This design comes from an exercise in tuning for small area and a short achievable clock period on the open sky130 flow, not from production work. Only simulation tests tie the RTL to the original design; equivalence was not proved.

===== flow/config.mk =====
export PLATFORM = sky130hd
export DESIGN_NAME = mac
export DESIGN_NICKNAME = mac
export VERILOG_FILES = /design/flow/design.v
export SDC_FILE = /design/flow/constraint.sdc
export NUM_CORES = 4
export LEC_CHECK = 0
export CAP_MARGIN = 20
export CORE_MARGIN = 2
export CORE_UTILIZATION = 40
export SLEW_MARGIN = 20

===== flow/constraint.sdc =====
create_clock -name core_clock -period 7.5 [get_ports {clk}]
set_input_delay 1.5000 -clock core_clock [delete_from_list [all_inputs] [get_ports {clk}]]
set_output_delay 1.5000 -clock core_clock [all_outputs]
set_load 0.01 [all_outputs]

===== flow/design.v =====
module mac # (
    parameter  int DATA_W = 16,                             
    parameter  int K = 4,                                   
    localparam int ACC_W = 2*DATA_W + $clog2(K) + 1     
)(
    input  logic clk,
    input  logic rst,                                
    input  logic signed [DATA_W-1:0] a_in,           
    input  logic signed [DATA_W-1:0] b_in,           
    input  logic acc_clear,                          
    output logic acc_out_valid,                      
    output logic signed [ACC_W-1:0]  acc_out         
); 
localparam int KCNT_W  = (K <= 1) ? 1 : $clog2(K+1);         
logic signed [ACC_W-1: 0] mult_reg;   
logic [KCNT_W:0] k_sum;                   
always_ff @(posedge clk) begin
    if (rst) begin
        mult_reg <= '0;  
        acc_out  <= '0;  
        acc_out_valid <= 0;
        k_sum <= '0;
    end
    else if (acc_clear) begin
        acc_out <= mult_reg;         
        mult_reg <= a_in * b_in;
        k_sum <= {{(KCNT_W-1){1'b0}}, 1'b1};         
        acc_out_valid <= (K == 1);
    end
    else begin
        mult_reg <= a_in * b_in;     
        if (!acc_out_valid) begin
            acc_out <= mult_reg + acc_out;
            k_sum <= k_sum + {{(KCNT_W-1){1'b0}}, 1'b1};  
            if (k_sum + {{(KCNT_W-1){1'b0}}, 1'b1} == K[KCNT_W-1:0]) begin
                acc_out_valid <= 1;
            end
            else begin
                acc_out_valid <= 0;
            end
        end
        else begin
            acc_out_valid <= 1;
        end
    end
end
endmodule

===== flow/run.sh =====
#!/bin/bash
# synth_recipe.tcl (not shown) runs the flow's synth.tcl, then flattens the netlist and writes it again
# the make line also repeats each setting of config.mk as NAME=value (left out here)
make -C /OpenROAD-flow-scripts/flow DESIGN_CONFIG=/design/flow/config.mk WORK_HOME=/design/flow/orfs CLKGATE_MAP_FILE= SYNTH_SCRIPT=/design/flow/synth_recipe.tcl finish

==> qor.yml <==
coreArea_um2: 34540
synth_xor_xnor_area_share_pct: 3.550
status: "timing/DRC/antenna clean"
synth_mux_area_share_pct: 0.7295
hold_class: "reg2reg"
fin_hold_ws_ps: 481.0
period_share_pct: 96.73
syn-num-nets: 1984
finalNetCount: 2104
ff2ff_setup_slack_ps: 4370
synth-adder-area-share_pct: 47.85
async_reset_ff_share_pct: 0
layout_min_cycle_time_ps: 7254
area_growth_pct: 14.84
synth_compound_area_share_pct: 11.67
path_max_fanout: 5
utilization_pct: 46.75
num_antenna_cells: 0
htreeDepth: 3
rr_worst_depth: 12
die_h_um: 191.5
gp_congestion: 0.8389
hold_viol: 0
start_util_pct: 40.71
io-pin-count: 71
synth_edf_count: 0
cts_buffers: 9
placedInstanceArea_um2: 15820
ant_nets: 0
drive_gt1_share_pct: 8.323
critPathArrivalTime_ps: 7480
synth-seq-cells: 72
setup_violations: 0
slew_viol_final: 0
clock-sinks: 72
timing.fmax_mhz: 137.8
route.detailed.drc: 0
cts_max_path_buffers: 2
dominantRegCellSynth: "dfxtp_1"
fin_ws_ps: 245.5
dieWidth_um: 191.5
grt_pass1_vias: 11210
clk_pin_slew_ps: 60
grt_first_pass_wirelength_um: 55830
ys_top_cells_by_area: "fa_1, ha_1, dfxtp_1"
fp.dieArea_um2: 36670
required_ps: 7730
insertion_delay_ps: 340
netlist_area_um2: 14060
drt-pass1-iter-count: 5
synth_top_family_by_area: "adder cells"
antenna_found_initial: 0
cts_tree: "done"
hold_depth: 2
yosysWarningCount: 1
nFillCells: 3376
synth.distinct_cells: 71
placementRows: 68
place_hpwl_um: 28100
cts_root_buf: "clkbuf_16"
critPathLaunchType: "input port"
yosys.area.top_type_share_pct: 37.44
yosysTopAreaCell: "fa_1"
rsz0062_at_grt: "yes"
vias_per_cell: 4.994
gr-total-overflow: 0
pre_cts_ws_ps: -109.2
relSlewSlack_pct: 40.10
cp-end-kind: "register"
maxCapViolations: 0
grt_max_degree: 69
synth-simple-area-share_pct: 16.29
wire_per_inst_um: 15.32
worst_slew_pin_slew_ps: 897.5
io_buffers: 70
clock_skew_ps: 2.821
largest_reg_flops: 35
track_usage_pct: 18.84
path_class: "in2reg"
ys_seq_area_share_pct: 10.25
synthCells: 1569
design_area_um2: 16150
drt_iter0_drc: 365
via_count: 10730
synth_area_per_cell_um2: 8.963
wl_um: 32920
[critical path: stages]
cell             delay [ps]
clkdlybuf4s50_1         540
buf_4                   170
buf_4                   130
nand2_1                  70
fa_1                    500
inv_1                    50
fa_1                    490
fa_1                    600
fa_1                    440
fa_1                    500
inv_1                    50
fa_1                    470
inv_1                    40
ha_1                    290
a21o_1                  180
a21o_1                  210
a2111oi_4               330
o21ai_2                 140
a31oi_2                 240
a2bb2oi_2               170
nor4b_1                  70
a211o_1                 290
[metrics by stage]
step | std cells | TNS [ps]
after floorplan | 1569 | 0
after global placement | 2133 | -6.607
after detailed placement | 2133 | -232.4
after CTS | 2149 | 0
after global routing | 2149 | -4.376
final | 2149 | 0
[metal layers]
layer	up-vias	global-route usage (%)	wire length, µm
met2	153	31.74	15650
met1	5363	26.57	15920
met5	-	0	0
met3	42	1.046	770
met4	0	4.527	584
li1	5175	-	-
[cells in the mapped netlist (4+ instances only)]
cell and number:
inv_1 299, fa_1 263, nand2_1 162, and2_1 129, ha_1 117, nor2_1 76
dfxtp_1 72, a21oi_1 64, clkbuf_1 47, o21ai_0 40, xnor2_1 33, xor2_1 24
a21o_1 22, nor3_1 16, o211a_1 15, and3_1 14, o211ai_1 13, nand2b_1 10
nor2b_1 10, or3_1 10, nand3_1 9, mux2i_1 8, o21bai_1 8, a31oi_1 7
nand4_1 7, o21a_1 7, a211o_1 5, a211oi_1 5, o21ai_1 5, buf_6 4
nor4_1 4, or2_2 4
[timing repair]
item | CTS | global route
hold buffers | 0 | 0
setup buffers | 0 | 0
endpoints found under the setup margin | 0 | 2
gates resized for setup | 0 | 3
[cell type report]
class	count	area [µm²]	area share, %
flip-flops and latches	72	1443	8.932
inverters	300	1126	6.972
multi-input cells	1143	11270	69.79
repair buffers	163	1421	8.801
clock inverters	7	95.09	0.5888
clock buffers	9	225.2	1.394
well taps	455	569.3	3.525
[cell usage in the layout, fill, tap and decap left out, drive strengths merged, types with 5 or more instances in the layout]
cell type      netlist  final
nand4                7      7
nor2                77     77
and2               129    129
a21oi               66     66
mux2i                8      8
nand2              162    162
nor2b               10     10
nand2b              10     10
xnor2               33     33
a21o                23     23
o21bai               8      8
o21a                 7      7
nand3                9      9
o211a               15     15
o21ai               47     47
clkbuf              47      9
inv                299    300
or3                 10     10
a31oi                8      8
a21boi               5      5
a211o                5      5
fa                 263    263
o221ai               5      5
ha                 117    117
and3                14     14
buf                  7     94
a211oi               6      6
nor3                18     18
clkdlybuf4s50        0     68
dfxtp               72     72
xor2                24     24
o211ai              13     13
[path summary, 6_finish.rpt]
check                    start            to
setup reg to reg    acc_out[0]   acc_out[22]
hold reg to reg   mult_reg[27]   acc_out[27]
setup / recovery       a_in[7]  mult_reg[25]
hold / removal    mult_reg[27]   acc_out[27]
[cell families after synthesis]
family,after synthesis
DFF,72
muxes,10
xor gates and xnor gates,57
buffers and inverters,354
adders and majority gates,380
AOI/OAI and AO/OA,233
and+or+nand+nor,463

-- static timing again, ports no longer ideal --
How much do the figures lean on ideal ports? The routed layout below was timed once more, with nothing changed but the port constraints.
Step 1 (the two cells are an assumption about what drives the block):
set clk [get_ports {clk}]
set_driving_cell -lib_cell sky130_fd_sc_hd__clkbuf_16 $clk
set_driving_cell -lib_cell sky130_fd_sc_hd__buf_2 [delete_from_list [all_inputs] $clk]
Step 2 times the ports against the registers' clock, not the clock port: input delays grow and output delays shrink by t, the midpoint of the rising clock arrivals with the driver on.
a / b / c = ideal / step 1 / step 2; a / b = the first two.
t, ns: 0.379
slack for setup (ns): 0.246 / 0.257 / -0.122
latest minus earliest clock arrival (ns): 0.003 / 0.003
slew at the worst register clock pin (ns): 0.06 / 0.06
worst data-port slew with drivers (ns): 0.03
With both steps, setup timing fails in this run, where it was met with ideal ports. The setup slack of this run moves by +0.011 ns with the drivers and by -0.368 ns with both steps.
